What follows belongs to an exercise in optimizing a design on an open flow for small area, a short achievable clock period and few clock cycles; a production flow would make more cautious choices. At most, simulation tests tie the RTL to the original design; equivalence was not proved. Power and IR drop assume default switching activity.

==> inputs of run E <==
Design ALU, start of the top module:
module ALU(
    input wire clk,
    input wire rst_n,
    input wire [7:0] A,
    input wire [7:0] B,
    input wire start,
    input wire [2:0] opcode,
    output wire [15:0] result,
    output wire done
);
==> module ALU, before the edit <==
module ALU(
    input wire clk,
    input wire rst_n,
    input wire [7:0] A,
    input wire [7:0] B,
    input wire start,
    input wire [2:0] opcode,
    output wire [15:0] result,
    output wire done
);
    reg [15:0] P;        
    reg        busy;     
    reg        done_r;
    reg [2:0]  cnt;
    wire mul  = opcode[2];
    wire zero = ~(|A) | ~(|B);
    wire [7:0] X = busy ? P[15:8] : (mul ? {1'b0, A[7:1] & {7{B[0]}}} : B);
    wire       ysel = busy ? P[0] : (~mul | B[1]);
    wire [7:0] Y = A & {8{ysel}};
    wire [8:0] S = {1'b0, X} + {1'b0, Y};
    always @(posedge clk) begin
        if (busy)
            P <= {S, P[7:1]};
        else if (mul)
            P <= zero ? 16'h0000 : {S, A[0] & B[0], B[7:2]};
        else case (opcode[1:0])
            2'b01:   P <= {7'h00, S};
            2'b10:   P <= {8'h00, X & Y};
            2'b11:   P <= {8'h00, X ^ Y};
            default: P <= 16'h0000;
        endcase
    end
    always @(posedge clk) begin
        if (~rst_n) begin
            busy   <= 1'b0;
            done_r <= 1'b0;
        end else begin
            busy   <= start;
            done_r <= start & (busy ? (mul & (cnt == 3'd5)) : (~mul | zero));
        end
        cnt <= busy ? cnt + 3'd1 : 3'd0;
    end
    assign result = P;
    assign done   = done_r;
endmodule
Settings: LEC_CHECK=0, ABC_AREA=1, CAP_MARGIN=20, CORE_MARGIN=2, CORE_UTILIZATION=40, SETUP_SLACK_MARGIN=3.0, SLEW_MARGIN=20; clock period 5.0 ns.
run.sh (not shown) runs the stock make flow with config.mk's settings and CLKGATE_MAP_FILE= SYNTH_SCRIPT=/design/flow/synth_recipe.tcl, a recipe that flattens the netlist after the stock synthesis.
==> inputs of run K, as changes to run E <==
--- a/flow/design.v
+++ b/flow/design.v
@@ -14,15 +14,17 @@
     reg [2:0]  cnt;
     wire mul  = opcode[2];
     wire zero = ~(|A) | ~(|B);
-    wire [7:0] X = busy ? P[15:8] : (mul ? {1'b0, A[7:1] & {7{B[0]}}} : B);
-    wire       ysel = busy ? P[0] : (~mul | B[1]);
-    wire [7:0] Y = A & {8{ysel}};
+    wire ones = (&A) | (&B);
+    wire [7:0] X = busy ? P[15:8] : B;
+    wire [7:0] Y = A & {8{~busy | P[0]}};
     wire [8:0] S = {1'b0, X} + {1'b0, Y};
     always @(posedge clk) begin
         if (busy)
             P <= {S, P[7:1]};
         else if (mul)
-            P <= zero ? 16'h0000 : {S, A[0] & B[0], B[7:2]};
+            P <= zero ? 16'h0000 :
+                 ones ? {S[7:0], ~S[7:0]} :
+                        {1'b0, A & {8{B[0]}}, B[7:1]};
         else case (opcode[1:0])
             2'b01:   P <= {7'h00, S};
             2'b10:   P <= {8'h00, X & Y};
@@ -36,7 +38,7 @@
             done_r <= 1'b0;
         end else begin
             busy   <= start;
-            done_r <= start & (busy ? (mul & (cnt == 3'd5)) : (~mul | zero));
+            done_r <= start & (busy ? (mul & (cnt == 3'd6)) : (~mul | zero | ones));
         end
         cnt <= busy ? cnt + 3'd1 : 3'd0;
     end
==> flow/flow/run.sh (new file) <==
#!/bin/bash
# The standard layout, with the port buffers made from small buffers
# (sky130_fd_sc_hd__buf_2) instead of the delay buffers buffer_ports picks.
set -euo pipefail
export BUFFER_PORTS_ARGS="-buffer_cell sky130_fd_sc_hd__buf_2"
export ADDER_MAP_FILE=
bash standard.sh > standard.log 2>&1
==> flow/standard.sh (new file) <==
#!/bin/bash
# synth_recipe.tcl (not shown) runs the flow's synth.tcl, then flattens the netlist and writes it again
# the make line also repeats each setting of config.mk as NAME=value (left out here)
make -C /OpenROAD-flow-scripts/flow DESIGN_CONFIG=/design/flow/config.mk WORK_HOME=/design/flow/orfs CLKGATE_MAP_FILE= SYNTH_SCRIPT=/design/flow/synth_recipe.tcl "${@:-finish}"
SETUP_SLACK_MARGIN = 2.75   (was 3.0)
removed: flow/run.sh
==> inputs of run B, as changes to run E <==
--- a/flow/design.v
+++ b/flow/design.v
@@ -14,15 +14,17 @@
     reg [2:0]  cnt;
     wire mul  = opcode[2];
     wire zero = ~(|A) | ~(|B);
-    wire [7:0] X = busy ? P[15:8] : (mul ? {1'b0, A[7:1] & {7{B[0]}}} : B);
-    wire       ysel = busy ? P[0] : (~mul | B[1]);
-    wire [7:0] Y = A & {8{ysel}};
+    wire ones = (&A) | (&B);
+    wire [7:0] X = busy ? P[15:8] : B;
+    wire [7:0] Y = A & {8{~busy | P[0]}};
     wire [8:0] S = {1'b0, X} + {1'b0, Y};
     always @(posedge clk) begin
         if (busy)
             P <= {S, P[7:1]};
         else if (mul)
-            P <= zero ? 16'h0000 : {S, A[0] & B[0], B[7:2]};
+            P <= zero ? 16'h0000 :
+                 ones ? {S[7:0], ~S[7:0]} :
+                        {1'b0, A & {8{B[0]}}, B[7:1]};
         else case (opcode[1:0])
             2'b01:   P <= {7'h00, S};
             2'b10:   P <= {8'h00, X & Y};
@@ -36,7 +38,7 @@
             done_r <= 1'b0;
         end else begin
             busy   <= start;
-            done_r <= start & (busy ? (mul & (cnt == 3'd5)) : (~mul | zero));
+            done_r <= start & (busy ? (mul & (cnt == 3'd6)) : (~mul | zero | ones));
         end
         cnt <= busy ? cnt + 3'd1 : 3'd0;
     end
==> flow/flow/run.sh (new file) <==
#!/bin/bash
# The standard layout, with the port buffers made from small buffers
# (sky130_fd_sc_hd__buf_2) instead of the delay buffers buffer_ports picks.
set -euo pipefail
export BUFFER_PORTS_ARGS="-buffer_cell sky130_fd_sc_hd__buf_2"
export ADDER_MAP_FILE=
bash standard.sh > standard.log 2>&1
==> flow/standard.sh (new file) <==
#!/bin/bash
# synth_recipe.tcl (not shown) runs the flow's synth.tcl, then flattens the netlist and writes it again
# the make line also repeats each setting of config.mk as NAME=value (left out here)
make -C /OpenROAD-flow-scripts/flow DESIGN_CONFIG=/design/flow/config.mk WORK_HOME=/design/flow/orfs CLKGATE_MAP_FILE= SYNTH_SCRIPT=/design/flow/synth_recipe.tcl "${@:-finish}"
SETUP_SLACK_MARGIN = 3.1   (was 3.0)
removed: flow/run.sh
==> results.ini <==
[placement]
placed_cell_area_um2=2170

[finish]
multiInputGateArea_um2=1710
fillCellCount=337
nets=404
clock_buffers=4

[synth]
yosys-top-cells-area=dfxtp_1 (23%), nand2_1 (20%), inv_1 (8.5%)

[drt]
wl_um=7420
firstDrtPassIters=5
avgRoutedWirePerCell_um=17.1

[power]
pwr-share-clk=0.190
p_switching_w=0.000274

[critical_path]
crit_end=P[2]

[sta]
fmax_ghz=0.473

[run_status]
status=complete, no violations

That was run B.
==> results.ini <==
[run_status]
status=complete, no violations

[power]
pwr-share-comb=0.460
pwr-share-clk=0.199
p_switching_w=0.000228

[finish]
multiInputGateArea_um2=1070
clock_buffers=3
fillCellCount=372
nets=340

[critical_path]
crit_end=P[2]
ff2ff_setup_slack_ns=2.61

[drt]
wl_um=5250
firstDrtPassIters=4

[sta]
whs_ns=0.460

[placement]
placed_cell_area_um2=2040

[clock_tree]
cts_resized=81

[synth]
yosys-top-cells-area=dfxtp_1 (27%), nand2_1 (17%), inv_1 (9.3%)

That was run E.
==> results.ini <==
[finish]
multiInputGateArea_um2=1250
fillCellCount=500
clock_buffers=3

[sta]
fmax_ghz=0.465

[drt]
avgRoutedWirePerCell_um=13.9
firstDrtPassIters=4

[power]
pwr-share-clk=0.238
p_switching_w=0.000209

[synth]
yosys-top-cells-area=dfxtp_1 (23%), nand2_1 (20%), inv_1 (8.5%)

[run_status]
status=complete, no violations

[placement]
placed_cell_area_um2=2060

That was run K.
Testbench counts of run K, summed over its fixed seeds: cycles 16,520.
Testbench counts of run B, summed over its fixed seeds: cycles 16,520.
For run E, only the layout was checked, not whether the RTL still works.

## static timing again, ports no longer ideal
The flow's constraints put no driver on any port. The routed layouts listed below were extracted and timed again, unchanged, in two steps. Step 1: set_driving_cell puts a clkbuf_16 on clk and a buf_2 on each other input, an assumption about the parent block. Step 2 adds t to the input delays and takes it off the output delays; t is the mean of the earliest and latest rising clock arrival at the registers after step 1. Input paths then give back, and output paths get back, about the clock's delay inside the block. Three values: ideal ports, drivers, drivers and shift; two values: the first two.
run | shift t [ns] | setup slack, ns | worst register clock-pin slew, ns
run E | 0.293 | 2.508 / 2.463 / 2.170 | 0.09 / 0.09
run K | 0.298 | 2.851 / 2.854 / 2.556 | 0.09 / 0.09
run B | 0.295 | 2.886 / 2.847 / 2.552 | 0.09 / 0.09
After both steps every run listed still meets setup and hold. For run E, which loses most, drivers alone change the setup slack by -0.045 ns; drivers and shift together by -0.338 ns.
